What follows belongs to an exercise in optimizing a design on an open flow for small area and a short achievable clock period; a production flow would make more cautious choices. Only simulation tests tie the RTL to the original design; equivalence was not proved.

===== flow/design.v =====
(* use_dsp = "yes" *) module addmuladd_3_stage_signed_18_bit_xor_reduction(
	input signed [17:0] a,
	input signed [17:0] b,
	input signed [17:0] c,
	input signed [17:0] d,
	output [17:0] out,
	input clk);
	logic signed [35:0] stage0;
	logic signed [35:0] stage1;
	logic signed [35:0] stage2;
	always @(posedge clk) begin
	stage0 <= ((d + a) * b) + c;
	stage1 <= stage0;
	stage2 <= stage1;
	end
	assign out = ^(stage2);
endmodule

===== flow/run.sh =====
#!/bin/bash
# synth_recipe.tcl (not shown) runs the flow's synth.tcl, then flattens the netlist and writes it again
# the make line also repeats each setting of config.mk as NAME=value (left out here)
make -C /OpenROAD-flow-scripts/flow DESIGN_CONFIG=/design/flow/config.mk WORK_HOME=/design/flow/orfs CLKGATE_MAP_FILE= SYNTH_SCRIPT=/design/flow/synth_recipe.tcl finish

===== flow/config.mk =====
export PLATFORM = sky130hd
export DESIGN_NAME = addmuladd_3_stage_signed_18_bit_xor_reduction
export DESIGN_NICKNAME = addmuladd_3_stage_signed_18_bit_xor_reduction
export VERILOG_FILES = /design/flow/design.v
export SDC_FILE = /design/flow/constraint.sdc
export NUM_CORES = 4
export LEC_CHECK = 0
export CAP_MARGIN = 20
export CORE_MARGIN = 2
export CORE_UTILIZATION = 40
export SLEW_MARGIN = 20

===== flow/constraint.sdc =====
create_clock -name core_clock -period 10.0 [get_ports {clk}]
set_input_delay 2.0000 -clock core_clock [delete_from_list [all_inputs] [get_ports {clk}]]
set_output_delay 2.0000 -clock core_clock [all_outputs]
set_load 0.01 [all_outputs]

==> results.cfg <==
[synthesis]
yosys_warnings = 1
yosysSeqAreaShare = 0.1266
syn_area_mm2 = 0.01708
synth-seq-cells = 108
syn-mean-instance-area_um2 = 9.558
synth_top_area_share = 0.4266
synth-edff-count = 0
synth_flop_cell = dfxtp_1
synth_most_common_cell = inv_1
synthTopCellsByArea = fa_1, dfxtp_1, inv_1
synth_top_area_cell = fa_1
synthTopCellsByCount = inv_1, fa_1, nand2_1, and2_1, ha_1
synth_cells = 1787
async_flop_share = 0
ys_types = 60

[sta]
fmax_mhz = 102.6
slew_headroom = 0.3910
tightest_slew_ns = 0.9106
fin_crit_sh = 0.9744
setup_viol = 0
final.setup.worst_slack_ns = 0.2557
rsz0062_at_grt = true
min_period_ns = 9.744
whs_ns = 0.3256
final_hold_viol_count = 0
finalClockSkew_ns = 0.008432
slew_violations = 0

[routing]
wl_per_cell_um = 15.73
vias = 12130
drtPass1Iterations = 5
postRouteAntennaNets = 0
drt-total-wl_um = 40470
drtIter0Drc = 514
vias_per_cell = 4.715
drc_errors = 0

[critical_path]
cp-end-kind = register
timing.critical_path.mode_cell = fa_1
cp_max_fo = 7
cp_data_required_time_ns = 10.24
criticalPathCategory = in2reg
start_kind = input port
cp_num_buf_inv = 9
crit_family = adder cells
worstPathArrival_ns = 9.98
cp_slowest_stage_delay_ns = 0.55
worst_path_max_delay_cell = fa_1

[global_routing]
grt_max_degree = 22
grt_pass1_vias = 13780
overflow = 0
globalRouteTotalUtil = 0.1963
antenna_found_initial = 0
grt_pass1_wl_um = 68540

[cts]
numCtsBuffers = 9
cts_tree = done
cts_max_level = 3
cts.clk_slew.worst_paths_ns = 0.08
cts.path.max_buffers = 2
ctsRootBufferMaster = clkbuf_16
clk_latency_ns = 0.36
cts_num_sinks = 108

[hold_path]
hold_class = reg2reg

[layout]
areaGrowthSynthToFinish_pct = 20.84
multi_input_area_mm2 = 0.01336
fillers = 3933
post-route-util = 0.4910
seqCellArea_mm2 = 0.002162
num_antenna_cells = 0
drive_gt1_frac = 0.1589
layout.nets = 2593

[floorplan]
boundaryPins = 91
die_y_um = 210.6
placeableCoreArea_mm2 = 0.04204
dieArea_mm2 = 0.04437
die_w_um = 210.6
initial_core_util = 0.4063
num_rows = 75

[status]
status = no timing/DRC/antenna violations

[placed_design]
pre_cts_slack_ns = -0.8012
hpwl_um = 34630
place_congestion = 0.8577
portBuffers = 73

[run]
max_cap_violations = 0
## kinds of logic after synthesis
group	share of synthesized area
compound gates	0.05150
flops	0.1266
fa+ha+maj	0.5204
mux	0.01238
buf+inv	0.1180
other cells	0.0002196
xor+xnor	0.04593
simple gates	0.1250
## area by class of cell
type	count	share of cell area
inverters	432	0.07856
clock buffers	9	0.01091
clock inverters	7	0.003940
multi-input cells	1181	0.6472
flip-flops and latches	108	0.1048
well taps	539	0.03267
repair buffers	296	0.1220
## state kept, by name (all words and copies together) (netlist names)
name    cells
stage0     36
stage1     36
stage2     36
## final timing paths
| path | slack (ns) | start | cells past startpoint | end |
|---|---|---|---|---|
| worst min register to register | 0.33 | stage0[12] | 0 | stage1[12] |
| worst min-delay path | 0.33 | stage0[12] | 0 | stage1[12] |
| worst max-delay path | 0.26 | d[7] | 33 | stage0[35] |
| worst max register to register | 9.52 | stage0[30] | 0 | stage1[30] |
## routing by layer
layer	vias up	GRT usage	wire [um]
met1	6155	0.2417	16990
met2	204	0.3666	21250
met3	56	0.01561	1105
met4	0	0.05682	1118
met5	-	0	0
li1	5712	-	-
## layout by cell type, fill, tap and decap left out, types with 6 or more instances in the layout
master and instances:
dlymetal6s2s_1 10, buf_6 6, xor2_1 17, nand3_1 7, dfxtp_1 108, nor2_1 23, nand2_1 209, inv_1 425
clkdlybuf4s50_1 57, buf_4 213, xnor2_1 66, o21ai_0 15, ha_4 14, nand2b_1 11, ha_1 111, fa_2 8
mux2i_1 8, conb_1 17, and2_1 127, clkbuf_16 9, inv_2 6, a21o_1 17, mux2_2 9, nor2b_1 18
fa_1 356, a21oi_1 41
## repair_timing
action                                  in CTS  in global routing
gates resized for setup                     25                 76
endpoints found under the setup margin      11                 15
buffers inserted                             6                 13
pin swaps                                   32                 35
hold buffers                                 0                  0
hold endpoints to repair                     0                  0
## metrics by stage
step / instance area, um2 / std cells / TNS [ns]
2_1_floorplan: 17170 / 1803 / 0
3_3_place_gp: 19760 / 2537 / -6.124
3_5_place_dp: 19760 / 2537 / -7.434
4_1_cts: 20190 / 2559 / 0
5_1_grt: 20640 / 2572 / -0.1955
6_report: 20640 / 2572 / 0

==> what the ideal ports hide <==
No port has a modelled driver above. Below, the same layout with a new extraction and two added sets of constraints.
Step 1: set_driving_cell puts a clkbuf_16 on clk and a buf_2 on each other input, an assumption about the parent block.
Step 2 times the ports against the registers' clock, not the clock port: input delays grow and output delays shrink by t, the midpoint of the rising clock arrivals with the driver on.
Slacks: no drivers / after step 1 / after step 2; pairs: no drivers / after step 1.
shift t [ns]: 0.403
slack for setup (ns): 0.256 / 0.272 / -0.131
pins driven straight from the clock port: 1
Met with ideal ports but missed after step 2: setup timing in this run. For this run, drivers alone change the setup slack by +0.016 ns; drivers and shift together by -0.387 ns.
